Context: an optimization exercise on an open-source flow, tuned for small area and a short achievable clock period. The choices shown serve that exercise and are no tape-out recipe.
Only simulation tests tie the RTL to the original design; equivalence was not proved.

// iir_filter
module iir_filter(
    input clk,
    input rst,
    input signed [11:0] signal_i,
    output signed [11:0] signal_o
    );
reg [11:0] y0, y1, y2, y3, y4;    
reg [11:0] x1, x2, x3, x4, x5;    
reg [20:0] q, r;
wire ws_1, ws_2;
iir_fa u_ws_1 (.a(x1[1]), .b(x1[8]), .c(y0[0]), .s(ws_1), .co(ws_2));
wire ws_3, ws_4;
iir_fa u_ws_3 (.a(x1[2]), .b(x1[9]), .c(y0[1]), .s(ws_3), .co(ws_4));
wire ws_5, ws_6;
iir_fa u_ws_5 (.a(x1[3]), .b(x1[10]), .c(y0[2]), .s(ws_5), .co(ws_6));
wire ws_7, ws_8;
iir_fa u_ws_7 (.a(x1[4]), .b(x1[11]), .c(y0[3]), .s(ws_7), .co(ws_8));
wire ws_9, ws_10;
iir_fa u_ws_9 (.a(x1[5]), .b(y0[4]), .c(y0[8]), .s(ws_9), .co(ws_10));
wire ws_11, ws_12;
iir_fa u_ws_11 (.a(x1[6]), .b(y0[5]), .c(y0[9]), .s(ws_11), .co(ws_12));
wire ws_13, ws_14;
iir_fa u_ws_13 (.a(x1[7]), .b(y0[6]), .c(y0[10]), .s(ws_13), .co(ws_14));
wire ws_15, ws_16;
iir_fa u_ws_15 (.a(x1[8]), .b(y0[7]), .c(y0[11]), .s(ws_15), .co(ws_16));
wire ws_17, ws_18;
iir_fa u_ws_17 (.a(x1[0]), .b(x1[7]), .c(y0[3]), .s(ws_17), .co(ws_18));
wire ws_19, ws_20;
iir_fa u_ws_19 (.a(y0[4]), .b(q[8]), .c(ws_1), .s(ws_19), .co(ws_20));
wire ws_21, ws_22;
iir_fa u_ws_21 (.a(y0[5]), .b(q[9]), .c(ws_2), .s(ws_21), .co(ws_22));
wire ws_23, ws_24;
iir_fa u_ws_23 (.a(y0[6]), .b(q[10]), .c(ws_4), .s(ws_23), .co(ws_24));
wire ws_25, ws_26;
iir_fa u_ws_25 (.a(y0[7]), .b(q[11]), .c(ws_6), .s(ws_25), .co(ws_26));
wire ws_27, ws_28;
iir_fa u_ws_27 (.a(q[12]), .b(ws_8), .c(ws_9), .s(ws_27), .co(ws_28));
wire ws_29, ws_30;
iir_fa u_ws_29 (.a(q[13]), .b(ws_10), .c(ws_11), .s(ws_29), .co(ws_30));
wire ws_31, ws_32;
iir_fa u_ws_31 (.a(q[14]), .b(ws_12), .c(ws_13), .s(ws_31), .co(ws_32));
wire ws_33, ws_34;
iir_fa u_ws_33 (.a(q[15]), .b(ws_14), .c(ws_15), .s(ws_33), .co(ws_34));
wire ws_35, ws_36;
iir_fa u_ws_35 (.a(x1[9]), .b(y0[8]), .c(q[16]), .s(ws_35), .co(ws_36));
wire ws_37, ws_38;
iir_fa u_ws_37 (.a(x1[10]), .b(y0[9]), .c(q[17]), .s(ws_37), .co(ws_38));
wire ws_39, ws_40;
iir_fa u_ws_39 (.a(x1[11]), .b(y0[10]), .c(q[18]), .s(ws_39), .co(ws_40));
wire ws_41, ws_42;
iir_fa u_ws_41 (.a(x1[4]), .b(y0[0]), .c(q[4]), .s(ws_41), .co(ws_42));
wire ws_43, ws_44;
iir_fa u_ws_43 (.a(x1[5]), .b(y0[1]), .c(q[5]), .s(ws_43), .co(ws_44));
wire ws_45, ws_46;
  ...
For scale: ~1100 cells after synthesis, roughly 160 flip-flops, ~26 I/O pins, ~16000 um2 of cells after synthesis.
export LEC_CHECK = 0
export CAP_MARGIN = 20
export CORE_MARGIN = 2
export CORE_UTILIZATION = 40
export CTS_BUF_LIST = sky130_fd_sc_hd__clkbuf_4 sky130_fd_sc_hd__clkbuf_8
export PLACE_DENSITY = 0.6
export SLEW_MARGIN = 20
export SYNTH_HIERARCHICAL = 1
create_clock -name core_clock -period 14.5 [get_ports {clk}]
run.sh (not shown) runs the stock make flow with config.mk's settings and CLKGATE_MAP_FILE= SYNTH_SCRIPT=/design/flow/synth_recipe.tcl, a recipe that flattens the netlist after the stock synthesis.
The first run passed the timing, DRC and antenna checks.
Then changed:
--- a/flow/design.v
+++ b/flow/design.v
@@ -937,21 +937,22 @@
 wire rs_385, rs_386;
 assign rs_385 = rs_344 ^ rs_345;
 assign rs_386 = rs_344 | rs_345;
 wire [20:0] rn = {rs_384, rs_382, rs_380, rs_378, rs_376, rs_374, rs_372, rs_370, rs_368, rs_366, rs_364, rs_362, rs_360, rs_358, rs_356, rs_354, ~rs_352, ~rs_350, rs_348, rs_347, rs_305} + {~rs_385, rs_383, rs_381, rs_379, rs_377, rs_375, rs_373, rs_371, rs_369, rs_367, rs_365, rs_363, rs_361, rs_359, rs_357, rs_355, rs_353, ~rs_351, rs_349, 1'b0, 1'b1};
 always @(posedge clk or posedge rst) begin
     if (rst) begin
         y0 <= 12'h7ff; y1 <= 12'h7ff; y2 <= 12'h7ff; y3 <= 12'h7ff; y4 <= 12'h7ff;
         x1 <= 12'h800; x2 <= 12'h800; x3 <= 12'h800; x4 <= 12'h800; x5 <= 12'h800;
-        q <= 21'h12a910; r <= 21'h6c543;
+        q <= 21'h12a910;
     end else begin
         y0 <= {ysum[20], ~ysum[19:9]}; y1 <= y0; y2 <= y1; y3 <= y2; y4 <= y3;
         x1 <= {~signal_i[11], signal_i[10:0]}; x2 <= x1; x3 <= x2; x4 <= x3; x5 <= x4;
-        q <= qn; r <= rn;
+        q <= qn;
     end
 end
+always @(posedge clk) r <= rn;
 assign signal_o = {y0[11], ~y0[10:0]};
 endmodule
 module iir_fa(input a, input b, input c, output s, output co);
 assign s = a ^ b ^ c;
 assign co = (a & b) | (c & (a ^ b));
 endmodule
After rerunning: Clock skew hardly moves; synthesized cell count does not change; non-clock buffer count is unchanged; flip-flop and latch count is unchanged; die area decreases by 0.70%.

what the ideal ports hide:
In the flow no input, the clock included, has a driving cell. The finished layouts below were timed again as built, in two steps.
Step 1, drivers: a clkbuf_16 drives clk and a buf_2 each remaining input, both assumed.
Step 2 adds t to the input delays and takes it off the output delays; t is the mean of the earliest and latest rising clock arrival at the registers after step 1. Input paths then give back, and output paths get back, about the clock's delay inside the block.
Slacks: no drivers / after step 1 / after step 2; pairs: no drivers / after step 1.
| run | t, ns | slack for setup (ns) | latest minus earliest clock arrival (ns) | worst data-port slew with drivers (ns) | pins driven straight from the clock port |
|---|---|---|---|---|---|
| the first run | 0.536 | 8.223 / 8.253 / 7.717 | 0.027 / 0.027 | 0.04 | 1 |
| the second run | 0.543 | 8.236 / 8.266 / 7.723 | 0.021 / 0.020 | 0.04 | 1 |
After both steps setup and hold are still met in every run listed. For the second run, which loses most, drivers alone change the setup slack by +0.030 ns; drivers and shift together by -0.513 ns.
